Source: an optimization exercise on an open RTL-to-GDS flow (aim: small area, a short achievable clock period and few clock cycles). Production flows keep margins and buffers that such runs may drop.
At most, simulation tests tie the RTL to the original design; equivalence was not proved.
No functional check of the RTL was part of run 3.

==> design/flow/design.v <==
module SW #(parameter WIDTH_SCORE = 8, parameter WIDTH_POS_REF = 7, parameter WIDTH_POS_QUERY = 6)
       (
           input           clk,
           input           reset,
           input           valid,
           input [1:0]     data_ref,
           input [1:0]     data_query,
           output          finish,
           output [WIDTH_SCORE - 1:0]   max,
           output [WIDTH_POS_REF - 1:0]   pos_ref,
           output [WIDTH_POS_QUERY - 1:0]   pos_query
       );
localparam NQ = 48;
localparam K  = 4;                  
localparam P  = NQ / K;             
localparam D0 = 50 - P;             
localparam DL = D0 + P - 1;         
localparam FIN = DL + 65;           
function integer hw;                
    input integer v;
    integer b;
    begin
        b = 0;
        while ((1 << b) <= v) b = b + 1;
        hw = b;
    end
endfunction
reg [6:0] cnt;                      
reg       run;
reg       fin;
wire      go = valid | run;
always @(posedge clk or posedge reset)
begin
    if (reset) begin
        cnt <= 7'd0;
        run <= 1'b0;
        fin <= 1'b0;
    end
    else begin
        run <= go;
        if (go && cnt != FIN)
            cnt <= cnt + 7'd1;
        fin <= (cnt == FIN - 1);
    end
end
assign finish = fin;
reg [1:0] q_in;
reg [2*D0-1:0] rline;               
always @(posedge clk)
begin
    q_in  <= data_query;
    rline <= {rline[2*D0-3:0], data_ref};
end
reg  [7*NQ-1:0] Hr;                 
reg  [NQ-1:0]   eIr;
reg  [2*NQ-1:0] Qr;
wire [8*NQ-1:0] Xw, Dw;
wire [NQ-1:0]   gew;
reg  [7*P-1:0]  Hdiag;              
reg  [P-1:0]    eDr;                
reg  [2*P-1:0]  Rr;                 
wire [2*P-1:0]  Rin;                
reg  [7*P-1:0]  Mr;                 
reg  [6*P-1:0]  Jr;                 
reg  [6:0] best;
reg  [6:0] best_r;
reg  [5:0] best_q;
genvar p, c;
generate
for (p = 0; p < P; p = p + 1) begin : pe
    wire clr = (cnt == D0 + p - 1);
    wire ld  = (cnt >= p*K + 1) && (cnt <= p*K + K);
    if (p == 0) begin : r0
        assign Rin[1:0] = rline[2*D0-1:2*D0-2];
    end
    else begin : rn
        assign Rin[2*p+:2] = Rr[2*(p-1)+:2];
    end
    always @(posedge clk) begin
        Rr[2*p+:2] <= Rin[2*p+:2];
        eDr[p] <= gew[p*K+K-1];
    end
    if (p > 0) begin : hd
        always @(posedge clk)
            Hdiag[7*p+:7] <= Hr[7*(p*K-1)+:7];
    end
    for (c = 0; c < K; c = c + 1) begin : col
        localparam j = p*K + c;
        localparam W = hw(2*(j+1));
        wire [7:0] hup  = {1'b0, Hr[7*j+:7]};
        wire [7:0] diag;
        wire [7:0] dp;
        if (c == 0) begin : c0
            if (p == 0) begin : p0
                assign diag = 8'd0;
                assign dp   = 8'd0;
            end
            else begin : pn
                wire [7:0] hl = {1'b0, Hr[7*(j-1)+:7]} + eDr[p-1];
                assign diag = {1'b0, Hdiag[7*p+:7]};
                assign dp   = (hl >= 8'd2) ? hl - 8'd2 : 8'd0;
            end
        end
        else begin : cn
            wire [7:0] dprev = Dw[8*(j-1)+:8];
            wire [7:0] xprev = Xw[8*(j-1)+:8];
            assign diag = {1'b0, Hr[7*(j-1)+:7]};
            assign dp   = gew[j-1] ? ((dprev != 8'd0) ? dprev - 8'd1 : 8'd0)
                                   : ((xprev >= 8'd2) ? xprev - 8'd2 : 8'd0);
        end
        wire [7:0] a  = (Rin[2*p+:2] == Qr[2*j+:2]) ? diag + 8'd2
                      : ((diag != 8'd0) ? diag - 8'd1 : 8'd0);
        wire [7:0] t  = hup + eIr[j];
        wire [7:0] ip = (t >= 8'd2) ? t - 8'd2 : 8'd0;
        wire       cia = (ip >= a);
        wire [7:0] x  = cia ? ip : a;
        wire       ge = (dp >= x);
        wire [7:0] h  = ge ? dp : x;
        assign Xw[8*j+:8] = x;
        assign Dw[8*j+:8] = dp;
        assign gew[j] = ge;
        always @(posedge clk) begin
            Hr[7*j+:7] <= clr ? 7'd0 : {{(7-W){1'b0}}, h[W-1:0]};
            eIr[j]     <= clr ? 1'b0 : (cia & (x >= dp));
            if (ld)
                Qr[2*j+:2] <= (c == K-1) ? q_in : Qr[2*(j+1)+:2];
        end
    end
    wire [7*(K+1)-1:0] mv;
    wire [6*(K+1)-1:0] jv;
    if (p == 0) begin : m0
        assign mv[6:0] = 7'd0;
        assign jv[5:0] = 6'd0;
    end
    else begin : mn
        assign mv[6:0] = Mr[7*(p-1)+:7];
        assign jv[5:0] = Jr[6*(p-1)+:6];
    end
    for (c = 0; c < K; c = c + 1) begin : mc
        wire [6:0] hc = Hr[7*(p*K+c)+:7];
        wire       gt = (hc > mv[7*c+:7]);
        assign mv[7*(c+1)+:7] = gt ? hc : mv[7*c+:7];
        assign jv[6*(c+1)+:6] = gt ? (p*K + c + 1) : jv[6*c+:6];
    end
    if (p < P-1) begin : mreg
        localparam WM = hw(2*(p*K+K));
        always @(posedge clk) begin
            Mr[7*p+:7] <= {{(7-WM){1'b0}}, mv[7*K+:WM]};
            Jr[6*p+:6] <= jv[6*K+:6];
        end
    end
    else begin : mlast
        wire en = (cnt >= DL + 1) && (cnt <= DL + 64);
        always @(posedge clk or posedge reset) begin
            if (reset) begin
                best   <= 7'd0;
                best_r <= 7'd0;
                best_q <= 6'd0;
            end
            else if (en && mv[7*K+:7] > best) begin
                best   <= mv[7*K+:7];
                best_q <= jv[6*K+:6];
                best_r <= cnt - DL;
            end
        end
    end
end
endgenerate
assign max       = {1'b0, best};
assign pos_ref   = best_r;
assign pos_query = best_q;
endmodule
==> design/flow/run.sh <==
#!/bin/bash
# synth_recipe.tcl (not shown) runs the flow's synth.tcl, then flattens the netlist and writes it again
# the make line also repeats each setting of config.mk as NAME=value (left out here)
make -C /OpenROAD-flow-scripts/flow DESIGN_CONFIG=/design/flow/config.mk WORK_HOME=/design/flow/orfs CLKGATE_MAP_FILE= SYNTH_SCRIPT=/design/flow/synth_recipe.tcl finish
==> design/flow/config.mk <==
export PLATFORM = sky130hd
export DESIGN_NAME = SW
export DESIGN_NICKNAME = SW
export VERILOG_FILES = /design/flow/design.v
export SDC_FILE = /design/flow/constraint.sdc
export NUM_CORES = 4
export LEC_CHECK = 0
export CAP_MARGIN = 20
export CORE_MARGIN = 2
export CORE_UTILIZATION = 40
export SLEW_MARGIN = 20
==> design/flow/constraint.sdc <==
create_clock -name core_clock -period 33.0 [get_ports {clk}]
set_input_delay 6.6000 -clock core_clock [delete_from_list [all_inputs] [get_ports {clk}]]
set_output_delay 6.6000 -clock core_clock [all_outputs]
set_load 0.01 [all_outputs]
==> implementation parameters, run 1 <==
Parameter                              Value

Placement
  Cell count after placement    approximately 16000
  Pre-CTS setup slack    slightly below 20 ns
  Weighted congestion at the end of routability-driven global placement    roughly 0.9
  PortBufs    27
  HPWL reported at the end of detailed placement    roughly 220 mm

Setup path
  Worst Path Required    ~34 ns
  Kind of start point of the critical path    register
  Slowest stage delay, CP    roughly 0.70 ns
  Endpoint class of the critical path    register
  Path type of the worst setup path    register to register
  Source of the worst register-to-register timing path    Hr[310]
  Worst setup path startpoint    Hr[310]
  Slowest cell on the critical path    sky130_fd_sc_hd__a21oi_1
  Crit path DAT    14.37 ns
  Maximum fanout along the worst path    16

STA
  Worst slew pin tran    between 1 and 1.5 ns
  Setup repair after global routing missed its margin    no
  Setup tns final    0 ns
  Number of hold violations in the final report    0
  Worst clock skew on the final layout    0.0477 ns
  Final setup violating endpoints    0
  Share of the clock period used by the worst path    41.6%
  Upper clock frequency limit    72.8 MHz
  Minimum clock period after layout    13.74 ns
  Worst setup margin    19.26 ns
  Count of pins over their slew limit    0
  Slew HR    between 20% and 30%

Drt
  Final routed wirelength across all metal layers    between 200 and 300 mm
  Detail Route Antenna Nets    0
  Routed length per placed instance    about 17 microns
  Detailed route wirelength on metal3    between 10 and 15 mm
  Post-route met1 wirelength    about 130 mm
  Overall via count from detail_route    91461
  First drt pass iteration count    7
  Drt initial violations    6408
  Highest metal layer used by the detailed router    met5
  Vias per std cell    between 5 and 6
  Residual DRC    0
  Wire length on met2    roughly 120 mm

Global routing
  GRT Util Overall    a little over a fifth
  Initial antenna violation count    9
  First-pass GRT wire length    ~440 mm
  Number of global-route vias before repair    around 85000
  Maximum number of pins on one net before global-route repair    34
  Total overflow reported by the global router    0

Clocking
  CTS clk-pin slew, worst paths    about 0.06 ns
  Number of instances resized during post-cts repair    0
  CTS tree    done
  Clock sink total    between 700 and 800
  Number of buffers added for setup after CTS    0
  Number of buffers inserted for hold repair after clock tree synthesis    0
  H-Tree Depth    3
  Insertion delay of the later-clocked pin in the worst-skew pair    between 0.7 and 0.8 ns
  Clock root buffer    sky130_fd_sc_hd__clkbuf_16
  Total CTS buffers    100
  Number of buffers on the longest clock path    3

Floorplanning
  Core Region    between 200000 and 250000 sq um
  Die Wd    500 microns
  Total number of placement rows    182
  Total I/O pin count    29
  Initial Util    approximately 40%
  Overall die area    roughly 250000 sq um
  Floorplan die height    about 500 microns

Run
  Maximum capacitance violations    0

Final layout
  Sequential cell area in the final layout    16100 sq um
  Filler cells    approximately 25000
  Layout cells sized above 1    5.79%
  Multi-input logic area    around 77000 sq um
  Final-stage net count    between 10000 and 15000
  Post-route non-filler standard cell count    16030
  Synthesis-to-finish area growth    6.62%

Run status
  Run status    complete, no violations

Yosys
  EDFF count, synth    96
  Area contributors post-synth    sky130_fd_sc_hd__ha_1 (19%), sky130_fd_sc_hd__dfxtp_1 (13%), sky130_fd_sc_hd__nor2_1 (4.7%)
  Proportion of netlist area held by the largest area contributor    a little under 20%
  Leading register cell type out of synthesis    sky130_fd_sc_hd__dfxtp_1
  Async set or reset register ratio after synthesis    ~3.9%
  Post-Synthesis Mean Instance Area    approximately 7.6 sq um
  Syn. warnings    1
  Summed instance area of the synthesized netlist    ~99000 sq um
  Register bit total from synthesis    750
  Top cell type by total area after synthesis    sky130_fd_sc_hd__ha_1
  Post-synth cell types    between 100 and 150
  Sequential-to-total area share from yosys stat    ~16%
  Gate count of the mapped netlist    12976

Min path
  Hold wc startpoint    rline[34]
  Hold WC Path Type    register to register
==> sequential cells by signal (all words and copies together) (netlist names), 22 cells and up <==
name and count:
Jr 55, Hr 279, Hdiag 66, eIr 48, Rin 22, Qr 96
rline 76, Mr 66
==> worst max-delay path: cells and delay by family (launching register included) <==
kind	cells	cell delay, ns
compound gates	30	8.25
simple gates	14	2.84
fa+ha+maj	6	1.74
flops	1	0.57
buf+inv	3	0.26
==> through the flow <==
stage	area, sq um	utilization (%)	hold slack [ns]
floorplan	98700	-	0.310
finish	105000	42.8	0.322
detailed placement	102000	41.4	0.312
CTS	105000	42.8	0.325
global route	105000	42.8	0.317
global placement	102000	41.3	0.310
==> per-layer routing <==
layer / up-vias / track usage (%)
li1: 46845 / -
met1: 42363 / 28.7
met2: 1907 / 35.0
met3: 344 / 2.09
met4: 2 / 4.98
met5: - / 0
==> placed cells by master, fill, tap and decap left out, types with 144 or more instances in the layout <==
cell type and count:
sky130_fd_sc_hd__nand4_1 188, sky130_fd_sc_hd__xor2_1 204, sky130_fd_sc_hd__a31oi_1 167, sky130_fd_sc_hd__nand3_1 417, sky130_fd_sc_hd__xnor2_1 440, sky130_fd_sc_hd__o21a_1 224
sky130_fd_sc_hd__ha_1 1529, sky130_fd_sc_hd__mux2_2 171, sky130_fd_sc_hd__and3_1 182, sky130_fd_sc_hd__nand2b_1 263, sky130_fd_sc_hd__dfxtp_1 623, sky130_fd_sc_hd__nor2b_1 210
sky130_fd_sc_hd__a21o_1 241, sky130_fd_sc_hd__a21oi_1 921, sky130_fd_sc_hd__nand2_1 919, sky130_fd_sc_hd__and2_1 144, sky130_fd_sc_hd__nor2_1 1245, sky130_fd_sc_hd__a211oi_1 202
sky130_fd_sc_hd__nor3_1 286, sky130_fd_sc_hd__o21ai_0 744, sky130_fd_sc_hd__mux2i_1 263, sky130_fd_sc_hd__inv_1 989
==> cells by family after synthesis <==
group,count (synthesis),synth area share (%)
AO/OA/AOI/OAI,3688,25.1
XOR/XNOR,669,6.22
adder cells (fa/ha/maj),1532,19.4
buffers and inverters,1465,5.75
flip-flops,750,16.4
multiplexers,437,4.68
other,2,0.00762
AND/OR/NAND/NOR,4433,22.5
==> final timing paths <==
kind                             end  slack [ns]  cells after the start
setup / recovery             Hr[335]       19.26                     53
hold / removal             rline[36]        0.32                      0
setup reg to reg             Hr[335]       19.26                     53
hold reg to reg            rline[36]        0.32                      0
max in group asynchronous     cnt[2]       26.44                      3
min in group asynchronous  best_q[4]        6.24                      3
==> final cells by class <==
| class | instances | area share, % |
|---|---|---|
| tap | 3220 | 3.83 |
| clock inverter | 65 | 0.677 |
| clock buffer | 123 | 2.68 |
| sequential | 750 | 15.3 |
| timing repair buffer | 74 | 0.596 |
| antenna | 2 | 0.00476 |
| inverter | 996 | 3.56 |
| multi-input combinational | 10800 | 73.3 |
==> synthesized netlist by cell type, types with 29 or more instances <==
library cell,number
sky130_fd_sc_hd__a211o_1,31
sky130_fd_sc_hd__a211oi_1,202
sky130_fd_sc_hd__a21bo_2,31
sky130_fd_sc_hd__a21boi_0,74
sky130_fd_sc_hd__a21o_1,241
sky130_fd_sc_hd__a21oi_1,922
sky130_fd_sc_hd__a221oi_1,42
sky130_fd_sc_hd__a22oi_1,63
sky130_fd_sc_hd__a31o_2,46
sky130_fd_sc_hd__a31oi_1,169
sky130_fd_sc_hd__and2_1,144
sky130_fd_sc_hd__and3_1,182
sky130_fd_sc_hd__and4_1,51
sky130_fd_sc_hd__buf_2,74
sky130_fd_sc_hd__clkbuf_1,348
sky130_fd_sc_hd__dfrtp_1,29
sky130_fd_sc_hd__dfxtp_1,625
sky130_fd_sc_hd__edfxtp_1,96
sky130_fd_sc_hd__ha_1,1529
sky130_fd_sc_hd__inv_1,989
sky130_fd_sc_hd__mux2_2,171
sky130_fd_sc_hd__mux2i_1,263
sky130_fd_sc_hd__nand2_1,919
sky130_fd_sc_hd__nand2b_1,263
sky130_fd_sc_hd__nand3_1,417
sky130_fd_sc_hd__nand3b_1,52
sky130_fd_sc_hd__nand4_1,188
sky130_fd_sc_hd__nor2_1,1245
sky130_fd_sc_hd__nor2b_1,210
sky130_fd_sc_hd__nor3_1,291
sky130_fd_sc_hd__nor3b_1,48
sky130_fd_sc_hd__nor4_1,95
sky130_fd_sc_hd__o211ai_1,80
sky130_fd_sc_hd__o21a_1,224
sky130_fd_sc_hd__o21ai_0,749
sky130_fd_sc_hd__o21ai_1,45
sky130_fd_sc_hd__o22a_1,40
sky130_fd_sc_hd__o22ai_1,96
sky130_fd_sc_hd__o31a_1,34
sky130_fd_sc_hd__o31ai_1,71
sky130_fd_sc_hd__or2_2,94
sky130_fd_sc_hd__or3_1,88
sky130_fd_sc_hd__xnor2_1,440
sky130_fd_sc_hd__xor2_1,204
Testbench counts, summed over its fixed seeds: cycles 22,264.
==> inputs of run 2 (changes only) <==
--- a/design/flow/design.v
+++ b/design/flow/design.v
@@ -55,8 +55,9 @@
 reg  [NQ-1:0]   eIr;
 reg  [2*NQ-1:0] Qr;
-wire [8*NQ-1:0] Xw, Dw;
-wire [NQ-1:0]   gew;
+wire [3*NQ-1:0] Ww;                 
+wire [NQ-1:0]   eDw;                
 reg  [7*P-1:0]  Hdiag;              
 reg  [P-1:0]    eDr;                
+reg  [3*P-1:0]  Wr;                 
 reg  [2*P-1:0]  Rr;                 
 wire [2*P-1:0]  Rin;                
@@ -79,5 +80,6 @@
     always @(posedge clk) begin
         Rr[2*p+:2] <= Rin[2*p+:2];
-        eDr[p] <= gew[p*K+K-1];
+        eDr[p] <= eDw[p*K+K-1];
+        Wr[3*p+:3] <= Ww[3*(p*K+K-1)+:3];
     end
     if (p > 0) begin : hd
@@ -88,39 +90,39 @@
         localparam j = p*K + c;
         localparam W = hw(2*(j+1));
-        wire [7:0] hup  = {1'b0, Hr[7*j+:7]};
-        wire [7:0] diag;
-        wire [7:0] dp;
+        wire [6:0] hup = Hr[7*j+:7];
+        wire [6:0] diag;
+        wire [2:0] w;
+        wire       ed;
         if (c == 0) begin : c0
             if (p == 0) begin : p0
-                assign diag = 8'd0;
-                assign dp   = 8'd0;
+                assign diag = 7'd0;
+                assign w    = 3'd2;
+                assign ed   = 1'b0;
             end
             else begin : pn
-                wire [7:0] hl = {1'b0, Hr[7*(j-1)+:7]} + eDr[p-1];
-                assign diag = {1'b0, Hdiag[7*p+:7]};
-                assign dp   = (hl >= 8'd2) ? hl - 8'd2 : 8'd0;
+                assign diag = Hdiag[7*p+:7];
+                assign w    = Wr[3*(p-1)+:3];
+                assign ed   = eDr[p-1];
             end
         end
         else begin : cn
-            wire [7:0] dprev = Dw[8*(j-1)+:8];
-            wire [7:0] xprev = Xw[8*(j-1)+:8];
-            assign diag = {1'b0, Hr[7*(j-1)+:7]};
-            assign dp   = gew[j-1] ? ((dprev != 8'd0) ? dprev - 8'd1 : 8'd0)
-                                   : ((xprev >= 8'd2) ? xprev - 8'd2 : 8'd0);
+            assign diag = Hr[7*(j-1)+:7];
+            assign w    = Ww[3*(j-1)+:3];
+            assign ed   = eDw[j-1];
         end
-        wire [7:0] a  = (Rin[2*p+:2] == Qr[2*j+:2]) ? diag + 8'd2
-                      : ((diag != 8'd0) ? diag - 8'd1 : 8'd0);
-        wire [7:0] t  = hup + eIr[j];
-        wire [7:0] ip = (t >= 8'd2) ? t - 8'd2 : 8'd0;
-        wire       cia = (ip >= a);
-        wire [7:0] x  = cia ? ip : a;
-        wire       ge = (dp >= x);
-        wire [7:0] h  = ge ? dp : x;
-        assign Xw[8*j+:8] = x;
-        assign Dw[8*j+:8] = dp;
-        assign gew[j] = ge;
+        wire [2:0] u   = hup[2:0] - diag[2:0] + 3'd2;
+        wire [2:0] iu  = u + eIr[j];
+        wire [2:0] dw  = w + ed;
+        wire [2:0] s4  = (Rin[2*p+:2] == Qr[2*j+:2]) ? 3'd6 : 3'd3;
+        wire [2:0] x4  = (iu > s4) ? iu : s4;
+        wire [2:0] m4  = (dw > x4) ? dw : x4;
+        wire       z   = (diag == 7'd0);
+        wire [2:0] r4  = (z && m4 == 3'd3) ? 3'd4 : m4;       
+        wire [6:0] h   = diag + {{5{~r4[2]}}, r4[1:0]};      
+        assign Ww[3*j+:3] = r4 - u;
+        assign eDw[j]     = (dw >= r4);
         always @(posedge clk) begin
             Hr[7*j+:7] <= clr ? 7'd0 : {{(7-W){1'b0}}, h[W-1:0]};
-            eIr[j]     <= clr ? 1'b0 : (cia & (x >= dp));
+            eIr[j]     <= clr ? 1'b0 : (iu >= r4);
             if (ld)
                 Qr[2*j+:2] <= (c == K-1) ? q_in : Qr[2*(j+1)+:2];
==> implementation parameters, run 2 <==
Parameter                              Value

Run status
  Run status    complete, no violations

Setup path
  Path type of the worst setup path    register to register
  Worst Path Required    33.57 ns
  Endpoint class of the critical path    register
  Slowest stage delay, CP    between 0.6 and 0.7 ns
  Critical register-to-register path endpoint    Hr[81]
  Number of buffers and inverters on the critical path    8
  Maximum fanout along the worst path    6
  CP delay by family, top    adder cells
  Crit path DAT    approximately 19 ns
  Slack of the worst reg-to-reg path    between 10 and 15 ns
  Slowest cell on the critical path    sky130_fd_sc_hd__o31ai_1
  Most prevalent standard cell on the critical path    sky130_fd_sc_hd__ha_1
  Worst Reg2Reg Path Length in Cells    a little over 80
  Source of the worst register-to-register timing path    Hr[57]
  Kind of start point of the critical path    register

Placement
  Weighted congestion at the end of routability-driven global placement    0.842
  PortBufs    27
  HPWL reported at the end of detailed placement    approximately 110 mm

Min path
  Hold wc startpoint    rline[68]
  Hold-critical path endpoint    rline[70]
  Hold WC Path Type    register to register
  Hold Path Stages    0

STA
  Minimum clock period after layout    18.28 ns
  Worst clock skew on the final layout    0.0444 ns
  Upper clock frequency limit    54.7 MHz
  Fin Hold WS    slightly above 0.3 ns
  Setup repair after global routing missed its margin    no
  Slew HR    between 10% and 20%
  Final setup violating endpoints    0
  Setup tns final    0 ns
  Worst slew pin tran    ~1.2 ns
  Count of pins over their slew limit    0
  Number of hold violations in the final report    0
  Share of the clock period used by the worst path    between 50% and 60%

Yosys
  Sequential-to-total area share from yosys stat    around 26%
  Register bit total from synthesis    783
  Proportion of netlist area held by the largest area contributor    between 20 and 30%
  Leading post-synthesis cells by instance count    sky130_fd_sc_hd__ha_1 (1456), sky130_fd_sc_hd__inv_1 (928), sky130_fd_sc_hd__dfxtp_1 (658)
  Async set or reset register ratio after synthesis    under 10%
  Post-Synthesis Mean Instance Area    ~9.2 sq um
  Gate count of the mapped netlist    7134
  Post-synth cell types    slightly below 90
  Top cell type by total area after synthesis    sky130_fd_sc_hd__ha_1
  Leading register cell type out of synthesis    sky130_fd_sc_hd__dfxtp_1
  Area contributors post-synth    sky130_fd_sc_hd__ha_1 (28%), sky130_fd_sc_hd__dfxtp_1 (20%), sky130_fd_sc_hd__xnor2_1 (5.8%)
  Syn. warnings    1
  Summed instance area of the synthesized netlist    roughly 66000 sq um
  EDFF count, synth    96
  Most used standard cell by instance count after synthesis    sky130_fd_sc_hd__ha_1

Floorplanning
  Overall die area    about 170000 sq um
  Die Wd    between 400 and 500 microns
  Total I/O pin count    29
  Total number of placement rows    148
  Core Region    163000 sq um
  Initial Util    40.3%
  Floorplan die height    409 microns

Drt
  First drt pass iteration count    5
  Routed length per placed instance    between 10 and 15 microns
  Overall via count from detail_route    around 47000
  Residual DRC    0
  Detail Route Antenna Nets    0
  Final routed wirelength across all metal layers    between 100 and 150 mm
  Vias per std cell    between 5 and 6
  Drt initial violations    1959

Clocking
  Clock sink total    between 700 and 800
  Total CTS buffers    95
  CTS tree    done
  Number of buffers on the longest clock path    3
  Number of buffers inserted for hold repair after clock tree synthesis    0
  Number of instances resized during post-cts repair    0
  H-Tree Depth    3
  Number of buffers added for setup after CTS    0
  CTS clk-pin slew, worst paths    ~0.06 ns
  Clock root buffer    sky130_fd_sc_hd__clkbuf_16
  Insertion delay of the later-clocked pin in the worst-skew pair    slightly above 0.7 ns

Final layout
  Sequential cell area in the final layout    16800 sq um
  Multi-input logic area    approximately 45000 sq um
  Finished Core Util    ~44%
  Layout cells sized above 1    about 5.6%
  Commonest non-fill, non-tap cell in the layout    sky130_fd_sc_hd__ha_1
  Antenna diode count    0
  Synthesis-to-finish area growth    9.34%
  Most frequent cells in the layout    sky130_fd_sc_hd__ha_1 (1456), sky130_fd_sc_hd__inv_1 (928), sky130_fd_sc_hd__dfxtp_1 (658)
  Final-stage net count    between 8000 and 9000
  Largest registers    Hr: 279 flops, Qr: 96 flops, rline: 76 flops
  Register bank with the most flops    Hr
  Number of flip-flops under the largest register name    around 280
  Filler cells    15609

Global routing
  Total overflow reported by the global router    0
  M2 GR Usage    approximately 28%
  GRT Util Overall    approximately 17%
  Maximum number of pins on one net before global-route repair    34
  Number of global-route vias before repair    a little under 50000
  Grt met1 use    between 20 and 25%
  Met3 Usage GRT    2.08%
  Initial antenna violation count    2
  First-pass GRT wire length    between 200 and 250 mm
  Busiest layer in global routing    met2

Run
  Maximum capacitance violations    0
-- run 2: layer usage --
layer / wire, microns / vias to the layer above
met3: 3790 / 180
met2: 64000 / 424
li1: - / 24679
met5: 0 / -
met1: 68200 / 22167
met4: 3720 / 0
-- run 2: layout make-up --
type	count	area share [%]
Sequential cell	783	23.4
Timing Repair Buffer	51	0.623
Clock buffer	121	3.67
Tap cell	2175	3.79
Clock inverter	53	0.851
Inverter	929	4.85
Multi-Input combinational cell	5339	62.9
-- run 2: cell families after synthesis --
| family | share of synthesized area [%] |
|---|---|
| and+or+nand+nor | 12.3 |
| adders and majority gates | 30.6 |
| AOI/OAI and AO/OA | 12.5 |
| buffers and inverters | 5.79 |
| DFF | 25.5 |
| xor gates and xnor gates | 8.25 |
| muxes | 4.94 |
| other | 0.00571 |
-- run 2: metrics by stage --
stage,cells,cell area [sq um],setup slack (ns)
floorplan,7134,65700,16.85
global placement,9276,68600,15.37
detailed placement,9276,68600,14.81
CTS,9450,71800,14.73
global route,9451,71900,13.20
finish,9451,71900,14.72
-- run 2: how the worst max path moves through the flow --
| stage | from | endpoint | slack [ns] | depth (start not counted) |
|---|---|---|---|---|
| finish | Hr[57] | Hr[81] | 14.72 | 82 |
| global route | Hr[57] | Hr[81] | 13.20 | 82 |
| CTS | Hr[57] | Hr[81] | 14.73 | 81 |
| detailed placement | Hr[57] | Hr[81] | 14.81 | 82 |
| global placement | Hr[57] | Hr[81] | 15.37 | 81 |
| floorplan | Hr[57] | Hr[81] | 16.85 | 81 |
Testbench counts of run 2, summed over its fixed seeds: cycles 22,264.
==> inputs of run 3 (changes only) <==
--- a/design/flow/design.v
+++ b/design/flow/design.v
@@ -12,5 +12,5 @@
        );
 localparam NQ = 48;
-localparam K  = 4;                  
+localparam K  = 6;                  
 localparam P  = NQ / K;             
 localparam D0 = 50 - P;             
@@ -55,9 +55,7 @@
 reg  [NQ-1:0]   eIr;
 reg  [2*NQ-1:0] Qr;
-wire [3*NQ-1:0] Ww;                 
-wire [NQ-1:0]   eDw;                
+wire [3*NQ-1:0] DWw;                
 reg  [7*P-1:0]  Hdiag;              
-reg  [P-1:0]    eDr;                
-reg  [3*P-1:0]  Wr;                 
+reg  [3*P-1:0]  DWr;                
 reg  [2*P-1:0]  Rr;                 
 wire [2*P-1:0]  Rin;                
@@ -80,6 +78,5 @@
     always @(posedge clk) begin
         Rr[2*p+:2] <= Rin[2*p+:2];
-        eDr[p] <= eDw[p*K+K-1];
-        Wr[3*p+:3] <= Ww[3*(p*K+K-1)+:3];
+        DWr[3*p+:3] <= DWw[3*(p*K+K-1)+:3];
     end
     if (p > 0) begin : hd
@@ -92,37 +89,38 @@
         wire [6:0] hup = Hr[7*j+:7];
         wire [6:0] diag;
-        wire [2:0] w;
-        wire       ed;
+        wire [2:0] dw;
         if (c == 0) begin : c0
             if (p == 0) begin : p0
                 assign diag = 7'd0;
-                assign w    = 3'd2;
-                assign ed   = 1'b0;
+                assign dw   = 3'd2;
             end
             else begin : pn
                 assign diag = Hdiag[7*p+:7];
-                assign w    = Wr[3*(p-1)+:3];
-                assign ed   = eDr[p-1];
+                assign dw   = DWr[3*(p-1)+:3];
             end
         end
         else begin : cn
             assign diag = Hr[7*(j-1)+:7];
-            assign w    = Ww[3*(j-1)+:3];
-            assign ed   = eDw[j-1];
+            assign dw   = DWw[3*(j-1)+:3];
         end
         wire [2:0] u   = hup[2:0] - diag[2:0] + 3'd2;
         wire [2:0] iu  = u + eIr[j];
-        wire [2:0] dw  = w + ed;
-        wire [2:0] s4  = (Rin[2*p+:2] == Qr[2*j+:2]) ? 3'd6 : 3'd3;
-        wire [2:0] x4  = (iu > s4) ? iu : s4;
-        wire [2:0] m4  = (dw > x4) ? dw : x4;
         wire       z   = (diag == 7'd0);
-        wire [2:0] r4  = (z && m4 == 3'd3) ? 3'd4 : m4;       
-        wire [6:0] h   = diag + {{5{~r4[2]}}, r4[1:0]};      
-        assign Ww[3*j+:3] = r4 - u;
-        assign eDw[j]     = (dw >= r4);
+        wire       mt  = (Rin[2*p+:2] == Qr[2*j+:2]);
+        wire [2:0] e;
+        assign e[2] = mt | iu[2] | z;
+        assign e[1] = mt | (iu[2] ? iu[1] : ~z);
+        assign e[0] = mt ? (&iu) : (iu[2] ? iu[0] : ~z);
+        wire [2:0] ea  = e - u;                  
+        wire [2:0] eb  = 3'd1 - u;               
+        wire [6:0] he  = diag + {{5{~e[2]}}, e[1:0]};     
+        wire [6:0] hd  = diag + {{5{~dw[2]}}, dw[1:0]};   
+        wire       ge  = (dw >= e);
+        wire [2:0] r4  = ge ? dw : e;            
+        wire [6:0] h   = ge ? hd : he;
+        assign DWw[3*j+:3] = ge ? dw + eb : ea;
         always @(posedge clk) begin
             Hr[7*j+:7] <= clr ? 7'd0 : {{(7-W){1'b0}}, h[W-1:0]};
-            eIr[j]     <= clr ? 1'b0 : (iu >= r4);
+            eIr[j]     <= clr ? 1'b0 : (iu == r4);
             if (ld)
                 Qr[2*j+:2] <= (c == K-1) ? q_in : Qr[2*(j+1)+:2];
==> implementation parameters, run 3 <==
Parameter                              Value

Run status
  Run status    complete, no violations

Yosys
  Post-Synthesis Mean Instance Area    around 8.9 sq um
  EDFF count, synth    96
  Summed instance area of the synthesized netlist    ~59000 sq um
  Top cell type by total area after synthesis    sky130_fd_sc_hd__ha_1
  Most used standard cell by instance count after synthesis    sky130_fd_sc_hd__ha_1
  Syn. warnings    1
  Post-synth cell types    slightly above 90
  Gate count of the mapped netlist    approximately 6700
  Leading register cell type out of synthesis    sky130_fd_sc_hd__dfxtp_1
  Register bit total from synthesis    roughly 700
  Async set or reset register ratio after synthesis    about 4.2%
  Leading post-synthesis cells by instance count    sky130_fd_sc_hd__ha_1 (1070), sky130_fd_sc_hd__inv_1 (806), sky130_fd_sc_hd__nor2_1 (596)
  Proportion of netlist area held by the largest area contributor    22.5%
  Sequential-to-total area share from yosys stat    roughly 25%
  Area contributors post-synth    sky130_fd_sc_hd__ha_1 (23%), sky130_fd_sc_hd__dfxtp_1 (19%), sky130_fd_sc_hd__xnor2_1 (7.9%)

Placement
  Pre-CTS setup slack    about 19 ns
  Cell count after placement    between 8000 and 9000
  HPWL reported at the end of detailed placement    between 100 and 150 mm
  Weighted congestion at the end of routability-driven global placement    about 0.86
  PortBufs    27

Setup path
  Path type of the worst setup path    register to register
  Slack of the worst reg-to-reg path    19.45 ns
  Critical register-to-register path endpoint    best_q[5]
  Slowest stage delay, CP    0.64 ns
  Slowest cell on the critical path    sky130_fd_sc_hd__a22oi_1
  Worst setup path startpoint    Hr[295]
  CP delay by family, top    compound AO/OA/AOI/OAI gates
  Most prevalent standard cell on the critical path    sky130_fd_sc_hd__nor2b_1
  Endpoint class of the critical path    register
  Number of buffers and inverters on the critical path    3
  Crit path DAT    about 14 ns
  Worst setup path endpoint    best_q[5]
  Maximum fanout along the worst path    25
  Worst Reg2Reg Path Length in Cells    roughly 60
  Source of the worst register-to-register timing path    Hr[295]
  Kind of start point of the critical path    register
  Number of cells on the critical path    between 50 and 60
  Worst Path Required    roughly 34 ns

Floorplanning
  Initial Util    40.3%
  Core Region    approximately 150000 sq um
  Total number of placement rows    141
  Overall die area    152000 sq um
  Die Wd    roughly 390 microns
  Floorplan die height    just under 400 microns
  Total I/O pin count    29

Global routing
  Total overflow reported by the global router    0
  Initial antenna violation count    3
  Number of global-route vias before repair    about 43000
  First-pass GRT wire length    around 220 mm
  GRT Util Overall    17.1%
  Maximum number of pins on one net before global-route repair    between 50 and 60

Drt
  Overall via count from detail_route    43675
  Vias per std cell    ~5.1
  Detail Route Antenna Nets    0
  Final routed wirelength across all metal layers    130 mm
  Residual DRC    0
  First drt pass iteration count    7
  Drt initial violations    between 2000 and 2500
  Routed length per placed instance    ~15 microns

Clocking
  H-Tree Depth    3
  Number of buffers added for setup after CTS    0
  Number of buffers on the longest clock path    3
  Total CTS buffers    81
  CTS tree    done
  Clock root buffer    sky130_fd_sc_hd__clkbuf_16
  Number of buffers inserted for hold repair after clock tree synthesis    0
  CTS clk-pin slew, worst paths    about 0.06 ns
  Clock sink total    between 600 and 700
  Number of instances resized during post-cts repair    0
  Insertion delay of the later-clocked pin in the worst-skew pair    roughly 0.7 ns

Final layout
  Register bank with the most flops    Hr
  Final-stage net count    between 7000 and 8000
  Commonest non-fill, non-tap cell in the layout    sky130_fd_sc_hd__ha_1
  Synthesis-to-finish area growth    8.86%
  Largest registers    Hr: 279 flops, Qr: 96 flops, rline: 84 flops
  Layout cells sized above 1    4.78%
  Most frequent cells in the layout    sky130_fd_sc_hd__ha_1 (1070), sky130_fd_sc_hd__inv_1 (806), sky130_fd_sc_hd__nor2_1 (596)
  Filler cells    14309
  Post-route non-filler standard cell count    between 8000 and 9000
  Antenna diode count    0
  Number of flip-flops under the largest register name    279

STA
  Final setup violating endpoints    0
  Setup tns final    0 ns
  Setup repair after global routing missed its margin    no
  Upper clock frequency limit    between 70 and 80 MHz
  Number of hold violations in the final report    0
  Count of pins over their slew limit    0
  Worst clock skew on the final layout    roughly 0.026 ns
  Share of the clock period used by the worst path    41.0%
  Slew HR    a little under a quarter
  Minimum clock period after layout    13.55 ns
  Worst slew pin tran    between 1 and 1.5 ns
  Worst setup margin    19.45 ns

Min path
  Hold WC Path Type    register to register

Run
  Maximum capacitance violations    0
run 3: changes by cell type after synthesis, sizes merged, moves of 40 or more:
cell    change
a21oi      +50
xnor2     +106
nand2      +63
xor2       +83
o21a       -40
ha        -386
nor2      +102
inv       -122
a21o       -69
dfxtp      -94
nand2b    -106
mux2       -57
nor2b      -62
run 3: cell type report:
cell class              instances  area (sq um)  area share, %
well taps                    1930          2410           3.74
clock buffers                 107          2320           3.59
inverters                     807          3030           4.69
flip-flops and latches        689         14900           23.1
clock inverters                42           568          0.879
repair buffers                 47           440          0.681
multi-input cells            5022         41000           63.4
run 3: logic make-up (layout without fill, tap and decap cells):
group	count (synthesis)	in the layout	synth area share, %
AOI/OAI and AO/OA	1209	1209	12.7
xor gates and xnor gates	837	837	13.2
adders and majority gates	1173	1173	25.9
buffers and inverters	941	1003	5.99
DFF	689	689	25.1
muxes	275	275	4.87
other	1	1	0.00632
and+or+nand+nor	1527	1527	12.3
run 3: through the flow:
stage	util (%)	hold slack, ns	area (sq um)
6_report	43.8	0.322	64600
3_5_place_dp	41.9	0.312	61700
3_3_place_gp	41.8	0.310	61700
5_1_grt	43.8	0.329	64600
2_1_floorplan	-	0.310	59400
4_1_cts	43.8	0.322	64600
run 3: routing by layer:
layer  vias up  wire (microns)  global-route usage [%]
met3       149            4290                    2.33
met1     20326           63500                    23.1
met5         -              13                       0
met2       467           59500                    28.9
met4         2            2280                    3.79
li1      22731               -                       -
run 3: how the worst min path moves through the flow:
stage | start | endpoint | slack, ns | depth (start not counted)
floorplan | rline[8] | rline[10] | 0.31 | 0
global placement | rline[65] | rline[67] | 0.31 | 0
detailed placement | rline[77] | rline[79] | 0.31 | 0
CTS | rline[26] | rline[28] | 0.32 | 0
global route | rline[72] | rline[74] | 0.33 | 0
finish | rline[34] | rline[36] | 0.32 | 0
run 3: worst register-to-register path, delay by kind of cell (launching register included):
kind / cells / cell delay (ns)
multiplexers: 2 / 0.76
buffers and inverters: 3 / 0.40
flip-flops: 1 / 0.46
AND/OR/NAND/NOR: 19 / 2.42
AO/OA/AOI/OAI: 24 / 5.97
adder cells (fa/ha/maj): 11 / 3.46
==> inputs of run 4 (changes only) <==
--- a/design/flow/design.v
+++ b/design/flow/design.v
@@ -12,5 +12,5 @@
        );
 localparam NQ = 48;
-localparam K  = 6;                  
+localparam K  = 4;                  
 localparam P  = NQ / K;             
 localparam D0 = 50 - P;             
==> implementation parameters, run 4 <==
Parameter                              Value

Yosys
  Leading register cell type out of synthesis    sky130_fd_sc_hd__dfxtp_1
  Gate count of the mapped netlist    6580
  Post-synth cell types    between 80 and 90
  Register bit total from synthesis    772
  Summed instance area of the synthesized netlist    roughly 60000 sq um
  Syn. warnings    1
  Post-Synthesis Mean Instance Area    just over 9 sq um
  Async set or reset register ratio after synthesis    3.76%
  EDFF count, synth    96
  Proportion of netlist area held by the largest area contributor    22.3%
  Top cell type by total area after synthesis    sky130_fd_sc_hd__ha_1
  Sequential-to-total area share from yosys stat    27.5%
  Most used standard cell by instance count after synthesis    sky130_fd_sc_hd__ha_1
  Leading post-synthesis cells by instance count    sky130_fd_sc_hd__ha_1 (1072), sky130_fd_sc_hd__inv_1 (806), sky130_fd_sc_hd__dfxtp_1 (647)
  Area contributors post-synth    sky130_fd_sc_hd__ha_1 (22%), sky130_fd_sc_hd__dfxtp_1 (22%), sky130_fd_sc_hd__xnor2_1 (7.4%)

Clocking
  Number of buffers added for setup after CTS    0
  Total CTS buffers    slightly above 90
  Number of buffers inserted for hold repair after clock tree synthesis    0
  Number of instances resized during post-cts repair    0
  H-Tree Depth    3
  Insertion delay of the later-clocked pin in the worst-skew pair    about 0.70 ns
  Clock sink total    roughly 770
  CTS tree    done
  Number of buffers on the longest clock path    3
  Clock root buffer    sky130_fd_sc_hd__clkbuf_16
  CTS clk-pin slew, worst paths    about 0.060 ns

Run
  Maximum capacitance violations    0

Setup path
  Source of the worst register-to-register timing path    Hr[29]
  Worst setup path startpoint    Hr[29]
  Slowest stage delay, CP    about 0.73 ns
  Kind of start point of the critical path    register
  Crit path DAT    between 10 and 15 ns
  Endpoint class of the critical path    register
  Path type of the worst setup path    register to register
  Slowest cell on the critical path    sky130_fd_sc_hd__a21oi_1
  Worst Path Required    roughly 34 ns
  Most prevalent standard cell on the critical path    sky130_fd_sc_hd__ha_1
  Maximum fanout along the worst path    15

Floorplanning
  Total I/O pin count    29
  Core Region    approximately 150000 sq um
  Total number of placement rows    roughly 140
  Overall die area    between 150000 and 200000 sq um
  Die Wd    392 microns
  Initial Util    between 40% and 50%
  Floorplan die height    392 microns

Drt
  First drt pass iteration count    7
  Routed length per placed instance    roughly 15 microns
  Vias per std cell    between 5 and 6
  Drt initial violations    1835
  Detail Route Antenna Nets    0
  Overall via count from detail_route    approximately 44000
  Final routed wirelength across all metal layers    around 130 mm
  Residual DRC    0

Placement
  Weighted congestion at the end of routability-driven global placement    0.846
  HPWL reported at the end of detailed placement    approximately 110 mm
  Cell count after placement    roughly 8500
  Placed inst area    about 63000 sq um
  PortBufs    27

STA
  Count of pins over their slew limit    0
  Worst slew pin tran    1.10 ns
  Setup tns final    0 ns
  Setup repair after global routing missed its margin    no
  Slew HR    26.3%
  Final setup violating endpoints    0
  Share of the clock period used by the worst path    between 30% and 40%
  Minimum clock period after layout    just over 10 ns
  Number of hold violations in the final report    0
  Upper clock frequency limit    98.2 MHz
  Worst clock skew on the final layout    between 0.04 and 0.05 ns

Global routing
  First-pass GRT wire length    approximately 220 mm
  Maximum number of pins on one net before global-route repair    34
  Total overflow reported by the global router    0
  GRT Util Overall    roughly 17%
  Initial antenna violation count    1
  Number of global-route vias before repair    around 44000

Run status
  Run status    complete, no violations

Final layout
  Layout cells sized above 1    roughly 4.6%
  Antenna diode count    0
  Finished Core Util    approximately 44%
  Post-route non-filler standard cell count    8687
  Number of flip-flops under the largest register name    between 200 and 300
  Final-stage net count    slightly below 8000
  Post-route cell area    65800 sq um
  Synthesis-to-finish area growth    9.52%
  Register bank with the most flops    Hr
  Most frequent cells in the layout    sky130_fd_sc_hd__ha_1 (1072), sky130_fd_sc_hd__inv_1 (806), sky130_fd_sc_hd__dfxtp_1 (647)
  Largest registers    Hr: 279 flops, Qr: 96 flops, rline: 76 flops
  Commonest non-fill, non-tap cell in the layout    sky130_fd_sc_hd__ha_1

Min path
  Hold wc startpoint    rline[57]
  Hold WC Path Type    register to register
run 4: cell count changes in the layout (fill, tap and decap cells not counted), sizes merged, moves of 26 or more:
cell and delta:
a21oi -31, and2 +38, clkbuf +26, dfxtp +83
nor2 -64, nor2b -28, o21ai +29, xnor2 -31
run 4: metal layers:
metal | share of wire, % | global-route usage (%)
met1 | 49 | 23.3
met2 | 46 | 29.3
met3 | 3.1 | 2.37
met4 | 1.8 | 3.60
met5 | 0 | 0
run 4: logic make-up (layout without fill, tap and decap cells):
kind of cell,Yosys count,in the layout,synth area share [%]
AO/OA/AOI/OAI,1171,1171,11.9
AND/OR/NAND/NOR,1416,1416,11.2
XOR/XNOR,820,820,12.9
buffers and inverters,938,1029,5.89
flip-flops,772,772,27.5
other,1,1,0.00624
multiplexers,292,292,5.07
adder cells (fa/ha/maj),1170,1170,25.5
run 4: worst max-delay path: cells and delay by family (launching register included):
kind | cells | cell delay, ns
XOR/XNOR | 6 | 1.83
adder cells (fa/ha/maj) | 9 | 2.46
AO/OA/AOI/OAI | 10 | 2.72
buffers and inverters | 6 | 0.46
AND/OR/NAND/NOR | 11 | 1.85
flip-flops | 1 | 0.47
multiplexers | 2 | 0.27
run 4: worst paths after layout:
| path | to | slack [ns] | depth (start not counted) |
|---|---|---|---|
| min in group asynchronous | best_q[0] | 6.30 | 3 |
| worst min-delay path | rline[59] | 0.29 | 0 |
| worst max-delay path | Hr[53] | 22.82 | 44 |
| worst min register to register | rline[59] | 0.29 | 0 |
| max in group asynchronous | best_q[4] | 26.37 | 3 |
| worst max register to register | Hr[53] | 22.82 | 44 |
run 4: layout make-up:
type / instances / area, sq um
fillers: 14624 / 83800
clock buffers: 133 / 2740
inverters: 807 / 3030
well taps: 2016 / 2520
flip-flops and latches: 772 / 16600
clock inverters: 39 / 470
multi-input cells: 4870 / 40100
repair buffers: 50 / 443
run 4: per-stage QoR:
stage	hold slack (ns)	setup WS, ns
final	0.294	22.82
after global placement	0.310	23.20
after global routing	0.321	21.87
after CTS	0.297	22.92
after detailed placement	0.312	22.99
after floorplan	0.310	24.07
Testbench counts of run 4, summed over its fixed seeds: cycles 22,264.
==> inputs of run 5 (changes only) <==
--- a/design/flow/design.v
+++ b/design/flow/design.v
@@ -12,5 +12,5 @@
        );
 localparam NQ = 48;
-localparam K  = 4;                  
+localparam K  = 2;                  
 localparam P  = NQ / K;             
 localparam D0 = 50 - P;             
@@ -112,5 +112,7 @@
         assign e[1] = mt | (iu[2] ? iu[1] : ~z);
         assign e[0] = mt ? (&iu) : (iu[2] ? iu[0] : ~z);
-        wire [2:0] ea  = e - u;                  
+        wire [2:0] ea  = mt     ? ((&iu) ? 3'd1 : 3'd6 - u) :
+                         iu[2]  ? {2'b00, eIr[j]} :
+                         z      ? 3'd4 - u : 3'd3 - u;
         wire [2:0] eb  = 3'd1 - u;               
         wire [6:0] he  = diag + {{5{~e[2]}}, e[1:0]};     
==> implementation parameters, run 5 <==
Parameter                              Value

Yosys
  EDFF count, synth    96
  Leading post-synthesis cells by instance count    sky130_fd_sc_hd__ha_1 (1151), sky130_fd_sc_hd__dfxtp_1 (878), sky130_fd_sc_hd__inv_1 (812)
  Area contributors post-synth    sky130_fd_sc_hd__dfxtp_1 (25%), sky130_fd_sc_hd__ha_1 (20%), sky130_fd_sc_hd__xnor2_1 (7.0%)
  Top cell type by total area after synthesis    sky130_fd_sc_hd__dfxtp_1
  Proportion of netlist area held by the largest area contributor    approximately a quarter
  Register bit total from synthesis    roughly 1000
  Most used standard cell by instance count after synthesis    sky130_fd_sc_hd__ha_1
  Summed instance area of the synthesized netlist    just over 70000 sq um
  Async set or reset register ratio after synthesis    slightly below 3%
  Sequential-to-total area share from yosys stat    around 30%
  Syn. warnings    1
  Post-Synthesis Mean Instance Area    9.12 sq um
  Leading register cell type out of synthesis    sky130_fd_sc_hd__dfxtp_1
  Post-synth cell types    101
  Gate count of the mapped netlist    7752

Drt
  Detail Route Antenna Nets    0
  First drt pass iteration count    6
  Drt initial violations    2582
  Residual DRC    0
  Vias per std cell    between 5 and 6
  Final routed wirelength across all metal layers    approximately 160 mm
  Overall via count from detail_route    around 53000
  Routed length per placed instance    15.5 microns

STA
  Number of hold violations in the final report    0
  Setup tns final    0 ns
  Slew HR    between 20% and 30%
  Upper clock frequency limit    approximately 120 MHz
  Worst clock skew on the final layout    roughly 0.085 ns
  Minimum clock period after layout    between 8 and 9 ns
  Share of the clock period used by the worst path    between 20% and 30%
  Final setup violating endpoints    0
  Count of pins over their slew limit    0
  Setup repair after global routing missed its margin    no
  Worst slew pin tran    between 1 and 1.5 ns

Floorplanning
  Initial Util    40.2%
  Floorplan die height    roughly 420 microns
  Overall die area    between 150000 and 200000 sq um
  Die Wd    approximately 420 microns
  Total I/O pin count    29
  Total number of placement rows    roughly 150
  Core Region    around 180000 sq um

Setup path
  Source of the worst register-to-register timing path    Hr[267]
  Slowest stage delay, CP    0.55 ns
  Worst Path Required    around 26 ns
  Crit path DAT    about 1.7 ns
  Maximum fanout along the worst path    3
  Kind of start point of the critical path    register
  Cell breakdown of the critical path    clkdlybuf4s50_1
  Critical register-to-register path endpoint    Hr[279]
  Slack of the worst reg-to-reg path    about 25 ns
  Worst Reg2Reg Path Length in Cells    32
  Slowest cell on the critical path    sky130_fd_sc_hd__clkdlybuf4s50_1
  Number of cells on the critical path    1
  CP delay by family, top    buffers and inverters
  Number of buffers and inverters on the critical path    1
  Endpoint class of the critical path    output port
  Worst setup path endpoint    max[5]
  Worst setup path startpoint    best[5]
  Path type of the worst setup path    register to output port

Run status
  Run status    complete, no violations

Run
  Maximum capacitance violations    0

Clocking
  Number of buffers added for setup after CTS    0
  Clock root buffer    sky130_fd_sc_hd__clkbuf_16
  Total CTS buffers    ~110
  Insertion delay of the later-clocked pin in the worst-skew pair    roughly 0.76 ns
  Number of instances resized during post-cts repair    0
  CTS tree    done
  Number of buffers on the longest clock path    3
  Number of buffers inserted for hold repair after clock tree synthesis    0
  CTS clk-pin slew, worst paths    ~0.060 ns
  H-Tree Depth    3
  Clock sink total    approximately 1000

Final layout
  Register bank with the most flops    Hr
  Synthesis-to-finish area growth    9.97%
  Post-route cell area    about 78000 sq um
  Most frequent cells in the layout    sky130_fd_sc_hd__ha_1 (1151), sky130_fd_sc_hd__dfxtp_1 (876), sky130_fd_sc_hd__inv_1 (812)
  Post-route non-filler standard cell count    10241
  Commonest non-fill, non-tap cell in the layout    sky130_fd_sc_hd__ha_1
  Largest registers    Hr: 279 flops, Hdiag: 135 flops, Mr: 135 flops
  Final-stage net count    approximately 9000
  Layout cells sized above 1    5.36%
  Filler cells    16888
  Number of flip-flops under the largest register name    about 280

Placement
  Cell count after placement    10020
  Placed inst area    73700 sq um
  HPWL reported at the end of detailed placement    about 130 mm
  Weighted congestion at the end of routability-driven global placement    approximately 0.86
  PortBufs    27

Global routing
  Met3 Usage GRT    under 10%
  GRT Util Overall    between 10% and 20%
  Grt met1 use    between 20% and 30%
  M2 GR Usage    30.3%
  Busiest layer in global routing    met2
  Total overflow reported by the global router    0
  Number of global-route vias before repair    approximately 53000
  Maximum number of pins on one net before global-route repair    30
  Initial antenna violation count    3
  First-pass GRT wire length    264 mm

Min path
  Hold WC Path Type    register to register
-- run 5: cell types whose count changed in the layout (fill, tap and decap cells not counted), sizes merged, moves of 47 or more --
cell	change
o211ai	+56
ha	+79
dfxtp	+231
xor2	-76
o21a	+72
nand3	+57
fa	-47
xnor2	+50
nand2	+102
nor2	+96
-- run 5: layout make-up --
type	instances	area (sq um)	area share, %
Clock buffer	140	3110	4.00
Inverter	814	3060	3.93
Timing Repair Buffer	59	508	0.653
Multi-Input combinational cell	5806	46000	59.2
Antenna cell	2	5.00	0.00644
Sequential cell	1003	21200	27.3
Tap cell	2340	2930	3.77
Clock inverter	77	916	1.18
-- run 5: worst min-delay path by stage --
stage / from / end / slack, ns / cells past startpoint
6_report: rline[28] / rline[30] / 0.32 / 0
4_1_cts: rline[8] / rline[10] / 0.33 / 0
5_1_grt: rline[29] / rline[31] / 0.33 / 0
3_3_place_gp: rline[22] / rline[24] / 0.31 / 0
3_5_place_dp: rline[12] / rline[14] / 0.31 / 0
2_1_floorplan: rline[8] / rline[10] / 0.31 / 0
-- run 5: stage by stage --
| step | worst slack [ns] | util, % | hold slack [ns] |
|---|---|---|---|
| 2_1_floorplan | 25.57 | - | 0.310 |
| 3_3_place_gp | 24.83 | 41.9 | 0.310 |
| 3_5_place_dp | 24.83 | 41.9 | 0.313 |
| 4_1_cts | 24.67 | 44.2 | 0.327 |
| 5_1_grt | 24.57 | 44.2 | 0.330 |
| 6_report | 24.74 | 44.2 | 0.323 |
-- run 5: logic make-up (layout without fill, tap and decap cells) --
logic type | Yosys count | count (layout) | share of synthesized area, %
flops | 1003 | 1003 | 30.0
compound gates | 1629 | 1629 | 15.1
other cells | 1 | 3 | 0.00530
simple gates | 1865 | 1865 | 12.7
xor+xnor | 799 | 799 | 10.8
mux | 305 | 305 | 4.51
buf+inv | 943 | 1090 | 5.04
fa+ha+maj | 1207 | 1207 | 21.9
-- run 5: metal layers --
layer	wire, microns	up-vias
li1	-	27232
met1	74900	25008
met2	75400	771
met3	4640	207
met4	4030	0
met5	0	-
Testbench counts of run 5, summed over its fixed seeds: cycles 22,264.
==> inputs of run 6 (changes only) <==
==> design/flow/flow/run.sh (new file) <==
#!/bin/bash
set -euo pipefail
WORK=$(pwd)
rm -rf "$WORK/scripts_abc"
mkdir -p "$WORK/scripts_abc"
cp -r "$FLOW_HOME/scripts/." "$WORK/scripts_abc/"
cp "$WORK/flow/abc.script" "$WORK/scripts_abc/abc_speed.script"
bash "$WORK/standard.sh" SCRIPTS_DIR="$WORK/scripts_abc" ADDER_MAP_FILE= finish > "$WORK/flow_make.log" 2>&1
==> design/flow/flow/abc.script (new file) <==
strash
&get -n
&fraig -x
&put
scorr
dc2
strash
&get -n
&dch -f
&nf
&put
topo
stime -c
==> design/flow/standard.sh (new file) <==
#!/bin/bash
# synth_recipe.tcl (not shown) runs the flow's synth.tcl, then flattens the netlist and writes it again
# the make line also repeats each setting of config.mk as NAME=value (left out here)
make -C /OpenROAD-flow-scripts/flow DESIGN_CONFIG=/design/flow/config.mk WORK_HOME=/design/flow/orfs CLKGATE_MAP_FILE= SYNTH_SCRIPT=/design/flow/synth_recipe.tcl "${@:-finish}"
removed: design/flow/run.sh
==> implementation parameters, run 6 <==
Parameter                              Value

Setup path
  Source of the worst register-to-register timing path    Hr[84]
  Path type of the worst setup path    register to output port
  Worst Reg2Reg Path Length in Cells    17
  Worst Path Required    between 20 and 30 ns
  Number of cells on the critical path    1
  CP delay by family, top    buffers and inverters
  Maximum fanout along the worst path    4
  Critical register-to-register path endpoint    Hr[95]
  Cell breakdown of the critical path    clkdlybuf4s50_1
  Slowest stage delay, CP    approximately 0.7 ns
  Slack of the worst reg-to-reg path    ~27 ns
  Kind of start point of the critical path    register
  Endpoint class of the critical path    output port
  Slowest cell on the critical path    sky130_fd_sc_hd__clkdlybuf4s50_1
  Crit path DAT    approximately 1.9 ns
  Number of buffers and inverters on the critical path    1

Drt
  Vias per std cell    5.39
  Residual DRC    0
  Routed length per placed instance    about 16 microns
  Drt initial violations    roughly 3100
  Final routed wirelength across all metal layers    approximately 150 mm
  First drt pass iteration count    5
  Detail Route Antenna Nets    0
  Overall via count from detail_route    between 40000 and 50000

Floorplanning
  Die Wd    between 300 and 400 microns
  Overall die area    149000 sq um
  Core Region    between 100000 and 150000 sq um
  Initial Util    40.3%
  Floorplan die height    387 microns
  Total number of placement rows    between 100 and 150
  Total I/O pin count    29

STA
  Final setup violating endpoints    0
  Slew HR    26.5%
  Number of hold violations in the final report    0
  Worst setup margin    24.55 ns
  Count of pins over their slew limit    0
  Setup repair after global routing missed its margin    no
  Worst clock skew on the final layout    around 0.07 ns
  Minimum clock period after layout    8.45 ns
  Worst slew pin tran    1.09 ns
  Setup tns final    0 ns
  Share of the clock period used by the worst path    about a quarter
  Upper clock frequency limit    118 MHz

Placement
  Placed inst area    around 60000 sq um
  PortBufs    27
  Pre-CTS setup slack    approximately 25 ns
  Cell count after placement    9045
  Weighted congestion at the end of routability-driven global placement    0.873
  HPWL reported at the end of detailed placement    ~110 mm

Clocking
  Number of buffers inserted for hold repair after clock tree synthesis    0
  Clock root buffer    sky130_fd_sc_hd__clkbuf_16
  Insertion delay of the later-clocked pin in the worst-skew pair    0.76 ns
  Number of instances resized during post-cts repair    0
  CTS clk-pin slew, worst paths    about 0.060 ns
  CTS tree    done
  Clock sink total    ~1000
  Total CTS buffers    108
  H-Tree Depth    3
  Number of buffers added for setup after CTS    0
  Number of buffers on the longest clock path    3

Global routing
  First-pass GRT wire length    ~240 mm
  M2 GR Usage    a little under a third
  Busiest layer in global routing    met2
  GRT Util Overall    18.9%
  Maximum number of pins on one net before global-route repair    30
  Grt met1 use    25.9%
  Number of global-route vias before repair    around 46000
  Met3 Usage GRT    under 10%
  Total overflow reported by the global router    0
  Initial antenna violation count    0

Final layout
  Largest registers    Hr: 279 flops, Hdiag: 135 flops, Mr: 135 flops
  Post-route cell area    ~65000 sq um
  Post-route non-filler standard cell count    between 9000 and 10000
  Layout cells sized above 1    about 2.9%
  Number of flip-flops under the largest register name    roughly 280
  Filler cells    14193
  Final-stage net count    a little over 7000
  Most frequent cells in the layout    sky130_fd_sc_hd__dfxtp_1 (876), sky130_fd_sc_hd__nor2_1 (785), sky130_fd_sc_hd__xnor2_1 (775)
  Finished Core Util    between 40 and 50%
  Commonest non-fill, non-tap cell in the layout    sky130_fd_sc_hd__dfxtp_1
  Synthesis-to-finish area growth    11.3%
  Register bank with the most flops    Hr

Yosys
  EDFF count, synth    96
  Top cell type by total area after synthesis    sky130_fd_sc_hd__dfxtp_1
  Async set or reset register ratio after synthesis    2.89%
  Summed instance area of the synthesized netlist    a little under 60000 sq um
  Area contributors post-synth    sky130_fd_sc_hd__dfxtp_1 (30%), sky130_fd_sc_hd__xnor2_1 (12%), sky130_fd_sc_hd__nor2_1 (5.0%)
  Register bit total from synthesis    ~1000
  Sequential-to-total area share from yosys stat    ~36%
  Syn. warnings    1
  Post-Synthesis Mean Instance Area    about 8.3 sq um
  Proportion of netlist area held by the largest area contributor    a little under a third
  Most used standard cell by instance count after synthesis    sky130_fd_sc_hd__dfxtp_1
  Leading register cell type out of synthesis    sky130_fd_sc_hd__dfxtp_1
  Post-synth cell types    75
  Gate count of the mapped netlist    approximately 7100
  Leading post-synthesis cells by instance count    sky130_fd_sc_hd__dfxtp_1 (878), sky130_fd_sc_hd__nor2_1 (786), sky130_fd_sc_hd__xnor2_1 (775)

Min path
  Hold-critical path endpoint    rline[44]
  Hold wc startpoint    rline[42]
  Hold Path Stages    0
  Hold WC Path Type    register to register

Run status
  Run status    complete, no violations

Run
  Maximum capacitance violations    0
[run 6: cell types whose count changed in the layout (fill, tap and decap cells not counted), moves of 92 or more]
cell	previous run	this run
sky130_fd_sc_hd__nor2_1	628	785
sky130_fd_sc_hd__nand2_1	410	668
sky130_fd_sc_hd__a21o_1	232	50
sky130_fd_sc_hd__xnor2_1	561	775
sky130_fd_sc_hd__inv_1	812	0
sky130_fd_sc_hd__ha_1	1151	0
sky130_fd_sc_hd__nor3_1	84	178
sky130_fd_sc_hd__clkinv_1	3	347
sky130_fd_sc_hd__o22ai_1	37	163
sky130_fd_sc_hd__xor2_1	193	332
sky130_fd_sc_hd__and2_0	4	105
sky130_fd_sc_hd__o21ai_0	272	514
sky130_fd_sc_hd__maj3_1	3	95
sky130_fd_sc_hd__a21oi_1	446	565
[run 6: per-stage QoR]
| stage | hold slack, ns |
|---|---|
| 2_1_floorplan | 0.310 |
| 3_3_place_gp | 0.311 |
| 3_5_place_dp | 0.312 |
| 4_1_cts | 0.296 |
| 5_1_grt | 0.297 |
| 6_report | 0.288 |
[run 6: area by class of cell]
class                   instances  area (sq um)  share of cell area [%]
multi-input cells            5740         36100                    55.4
flip-flops and latches       1003         21200                    32.5
clock buffers                 132          2920                    4.47
well taps                    1917          2400                    3.68
inverters                     341          1280                    1.96
clock inverters                71           871                    1.34
repair buffers                 46           410                   0.630
diodes                          2          5.00                 0.00768
[run 6: cells by family (layout without fill, tap and decap cells)]
logic type	Yosys count	count (layout)	share of synthesized area [%]
xor+xnor	1107	1107	16.6
flops	1003	1003	36.2
buf+inv	347	590	2.23
other cells	1	3	0.00641
simple gates	2379	2379	18.9
fa+ha+maj	95	95	1.62
mux	283	283	4.96
compound gates	1875	1875	19.5
[run 6: layer usage]
metal  vias up  part of all wire, %
li1      25387                    -
met1     23307                   48
met2       986                   45
met3       176                  4.2
met4         0                  2.1
met5         -                    0
[run 6: worst max path at each step]
stage | from | endpoint | slack, ns
2_1_floorplan | valid | cnt[6] | 25.52
3_3_place_gp | valid | cnt[6] | 24.91
6_report | best[1] | max[1] | 24.55
4_1_cts | best[1] | max[1] | 24.44
5_1_grt | best[1] | max[1] | 24.44
3_5_place_dp | valid | cnt[6] | 24.92

re-timing with driven ports:
The flow's constraints put no driver on any port. The routed layouts listed below were extracted and timed again, unchanged, in two steps.
Step 1 assumes that a clkbuf_16 drives the clock port and a buf_2 every other input.
Step 2, shift: input delay + t, output delay - t, t = (earliest + latest rising clock arrival at the registers) / 2. This alone moves slack from input paths to output paths.
Slacks: no drivers / after step 1 / after step 2; pairs: no drivers / after step 1.
| run | t, ns | setup WS [ns] | worst register clock-pin slew, ns |
|---|---|---|---|
| run 1 | 0.821 | 19.262 / 19.262 / 19.262 | 0.07 / 0.07 |
| run 2 | 0.762 | 14.721 / 14.721 / 14.721 | 0.08 / 0.08 |
| run 3 | 0.758 | 19.454 / 19.454 / 19.454 | 0.08 / 0.08 |
| run 4 | 0.754 | 22.819 / 22.819 / 22.819 | 0.07 / 0.07 |
| run 5 | 0.799 | 24.744 / 24.666 / 24.800 | 0.07 / 0.07 |
| run 6 | 0.794 | 24.550 / 24.473 / 24.922 | 0.07 / 0.07 |
After both steps setup and hold are still met in every run listed.
